What follows belongs to an exercise in optimizing a design on an open flow for small area and a short achievable clock period; a production flow would make more cautious choices.
Only simulation tests tie the RTL to the original design; equivalence was not proved.
Power and IR drop assume default switching activity.

== job 8190 ==
==> flow/design.v (excerpt) <==
module three_stage_mult(input [15:0] a, input [15:0] b, output [31:0] out, input clk);
==> flow/config.mk <==
export PLATFORM = sky130hd
export DESIGN_NAME = three_stage_mult
export DESIGN_NICKNAME = three_stage_mult
export VERILOG_FILES = /design/flow/design.v
export SDC_FILE = /design/flow/constraint.sdc
export NUM_CORES = 4
export LEC_CHECK = 0
export CAP_MARGIN = 20
export CORE_MARGIN = 2
export CORE_UTILIZATION = 40
export CTS_BUF_LIST = sky130_fd_sc_hd__clkbuf_8
export CTS_CLUSTER_DIAMETER = 100
export CTS_CLUSTER_SIZE = 30
export SETUP_SLACK_MARGIN = 5
export SLEW_MARGIN = 20
export SYNTH_HIERARCHICAL = 1
==> flow/constraint.sdc <==
create_clock -name core_clock -period 8.0 [get_ports {clk}]
set_input_delay 1.6000 -clock core_clock [delete_from_list [all_inputs] [get_ports {clk}]]
set_output_delay 1.6000 -clock core_clock [all_outputs]
set_load 0.01 [all_outputs]
standard.sh (not shown) runs the stock make flow with config.mk's settings and CLKGATE_MAP_FILE= SYNTH_SCRIPT=/design/flow/synth_recipe.tcl, a recipe that flattens the netlist after the stock synthesis.
==> flow/flow/run.sh <==
#!/bin/bash
# Own layout flow: the standard synthesis and layout, except that
#  - after synthesis every combinational cell is set to its smallest drive strength
#    (flow/downsize.tcl); timing repair then sizes up the cells that need it,
#  - the port buffers are plain buffers (buffer_ports -buffer_cell) rather than the
#    delay buffers buffer_ports picks by default,
#  - clock tree synthesis adds no dummy loads,
#  - timing repair aims at a larger setup margin.
# Each step's full output goes to its own log in this folder.
set -euo pipefail
bash standard.sh synth > flow_synth.log 2>&1
DOWNSIZE_ODB=orfs/results/sky130hd/three_stage_mult/base/1_synth.odb \
  openroad -no_init -exit flow/downsize.tcl > flow_downsize.log 2>&1
bash standard.sh "BUFFER_PORTS_ARGS=-buffer_cell sky130_fd_sc_hd__buf_2" \
  "CTS_ARGS=-sink_clustering_enable -repair_clock_nets -sink_clustering_size 30 -sink_clustering_max_diameter 100 -buf_list sky130_fd_sc_hd__clkbuf_8 -dont_use_dummy_load" \
  SETUP_SLACK_MARGIN=5.45 finish > flow_layout.log 2>&1
==> flow/flow/downsize.tcl <==
# Replace every combinational cell of the synthesized netlist by the smallest cell of
# the same function (same name up to the drive-strength suffix), keeping flip-flops as
# they are. Timing repair later sizes up the cells on critical paths.
set odb_file $::env(DOWNSIZE_ODB)
read_db $odb_file
set db [ord::get_db]
set block [ord::get_db_block]
# smallest master per base name (area, then the larger drive on a tie)
array set best {}
foreach lib [$db getLibs] {
  foreach m [$lib getMasters] {
    set n [$m getName]
    if {![regexp {^(sky130_fd_sc_hd__[a-z0-9]+)_([0-9]+)$} $n -> base drv]} { continue }
    set a [expr {[$m getWidth] * [$m getHeight]}]
    if {![info exists best($base)]} { set best($base) [list $a $drv $m]; continue }
    lassign $best($base) ba bd bm
    if {$a < $ba || ($a == $ba && $drv > $bd)} { set best($base) [list $a $drv $m] }
  }
}
set n 0
foreach inst [$block getInsts] {
  set m [$inst getMaster]
  set name [$m getName]
  if {![regexp {^(sky130_fd_sc_hd__[a-z0-9]+)_([0-9]+)$} $name -> base drv]} { continue }
  if {[regexp {__(df|dl|sdf|edf|conb|clk|tap|fill|decap|diode)} $name]} { continue }
  set bm [lindex $best($base) 2]
  if {[$bm getName] ne $name && [expr {[$bm getWidth] * [$bm getHeight]}] < [expr {[$m getWidth] * [$m getHeight]}]} {
    if {[$inst swapMaster $bm]} { incr n }
  }
}
puts "downsized $n cells"
write_db $odb_file
Job 8190 has completed all stages; timing, DRC and antenna checks passed.
Relative to job 8190, the following input files were edited for job 8637:
Settings: CORE_UTILIZATION: 40 -> 55.
-- flow/flow/run.sh --
<<< job 8190, line 16
  SETUP_SLACK_MARGIN=5.45 finish > flow_layout.log 2>&1
>>> job 8637, line 16
  SETUP_SLACK_MARGIN=5.4 finish > flow_layout.log 2>&1
- Looking only at relative max-transition margin, and setting everything else aside, the higher value of job 8637 and job 8190 goes to job 8190.
- Taking job 8190 as the reference, in job 8637 proportion of layout cells with a drive suffix above 1 went down, cell count moved down.
Relative to job 8637, the following input files were edited for job 2128:
Settings: a change of CORE_UTILIZATION from 55 to 40.
-- flow/flow/run.sh --
<<< job 8637, line 14
bash standard.sh "BUFFER_PORTS_ARGS=-buffer_cell sky130_fd_sc_hd__buf_2" \
>>> job 2128, line 14
bash standard.sh "BUFFER_PORTS_ARGS=-buffer_cell sky130_fd_sc_hd__buf_1" \
<<< job 8637, line 16
  SETUP_SLACK_MARGIN=5.4 finish > flow_layout.log 2>&1
>>> job 2128, line 16
  SETUP_SLACK_MARGIN=5.5 finish > flow_layout.log 2>&1
Findings:
- Looking at flop-to-flop setup slack across job 8637 and job 2128, the one that comes out higher is job 2128.
- Job 8637 → job 2128: power now sits higher, shortest period the worst path allows now sits lower, combinational fraction of design power now sits higher.
- rp[29] as the launch point of the critical path was reported by job 2128, and r2_f378 by job 8637.
- Job 8637 reports its slowest library cell on the worst path as fa_1 while job 2128 reports dfxtp_1.
Setup changes, job 2128 to job 6682
-- flow/flow/run.sh --
<<< job 2128, line 16
  SETUP_SLACK_MARGIN=5.5 finish > flow_layout.log 2>&1
>>> job 6682, line 16
  SETUP_SLACK_MARGIN=5.3 finish > flow_layout.log 2>&1
Results
- ~same amount of wire on met3 after detailed routing in job 2128 and job 6682
- Lower critical path depth among job 2128 and job 6682: job 2128
- Power (job 6682 over job 2128): decrease, 6.1%
- Going from job 2128 to job 6682, met2 routing resource usage after global routing grows by 0.36 points.
- Looking at category of the critical setup timing path, the flop to primary output result is from job 2128; the flop to flop one comes from job 6682.
- Job 6682 packs its core looser than job 2128.
- NOTE cell-internal power job 2128->job 6682 decreased by a few percent
- Diff job 2128..job 6682 | final antenna-violating net count | negligible
- On initial standard-cell utilization of the core, job 2128 and job 6682 are neck and neck.
- Post-detailed-placement half-perimeter wirelength in job 6682 vs job 2128: up 160 µm
The inputs of job 9075 differ from those of job 6682 as listed below.
-- flow/flow/run.sh --
<<< job 6682, line 14
bash standard.sh "BUFFER_PORTS_ARGS=-buffer_cell sky130_fd_sc_hd__buf_1" \
>>> job 9075, line 14
bash standard.sh "BUFFER_PORTS_ARGS=-buffer_cell sky130_fd_sc_hd__buf_2" \
<<< job 6682, line 16
  SETUP_SLACK_MARGIN=5.3 finish > flow_layout.log 2>&1
>>> job 9075, line 16
  SETUP_SLACK_MARGIN=5.5 finish > flow_layout.log 2>&1
Findings:
Job 9075 completed end to end with timing, DRC and antenna clean.
Summary — first-pass GRT wire length, job 9075 relative to job 6682: lower, by 0.53%.
Job 6682 leaves less setup margin than job 9075.
Looking at area growth from synthesis to final layout, job 9075 sits 4.3 points above job 6682.
Compared with job 6682, in job 9075 clock network area share level; design area +about 4%; count of buffering cells on the critical path with inverters included rose by 1.
Looking only at clock power share, and setting everything else aside, the higher value of job 6682 and job 9075 goes to job 6682.
#### Input delta (job 4418 over job 9075)
-- flow/flow/run.sh --
<<< job 9075, line 16
  SETUP_SLACK_MARGIN=5.5 finish > flow_layout.log 2>&1
>>> job 4418, line 16
  SETUP_SLACK_MARGIN=5.4 finish > flow_layout.log 2>&1
### Flow results
On maximum frequency, job 9075 tracks job 4418 almost exactly.
Diff job 4418..job 9075 | number of max-slew violations in the final report | unchanged
Comparing job 4418 and job 9075, final area is higher on job 9075.
Total power was lower in the run labelled job 4418.

-- separate check: timing with driven ports --
No port has a modelled driver above. Below, the same layouts with a new extraction and two added sets of constraints. Step 1 assumes that a clkbuf_16 drives the clock port and a buf_2 every other input. Step 2 also shifts input and output timing later by t, the mid clock arrival at the registers, as if the neighbouring blocks saw the same clock. a / b / c = no drivers / after step 1 / after step 2; a / b = the first two.
| run | t, ns | slack for setup (ns) | clock arrival spread, ns | worst data-port slew with drivers (ns) |
|---|---|---|---|---|
| job 8190 | 0.478 | 5.502 / 5.460 / 5.170 | 0.034 / 0.034 | 0.03 |
| job 8637 | 0.468 | 5.475 / 5.455 / 5.117 | 0.035 / 0.035 | 0.03 |
| job 2128 | 0.478 | 5.500 / 5.459 / 5.111 | 0.041 / 0.041 | 0.03 |
| job 6682 | 0.484 | 5.410 / 5.410 / 5.009 | 0.035 / 0.035 | 0.03 |
| job 9075 | 0.477 | 5.509 / 5.467 / 5.089 | 0.039 / 0.040 | 0.04 |
| job 4418 | 0.485 | 5.504 / 5.463 / 5.128 | 0.033 / 0.034 | 0.03 |
After both steps every run listed still meets setup and hold. For job 9075, which loses most, drivers alone change the setup slack by -0.042 ns; drivers and shift together by -0.420 ns.
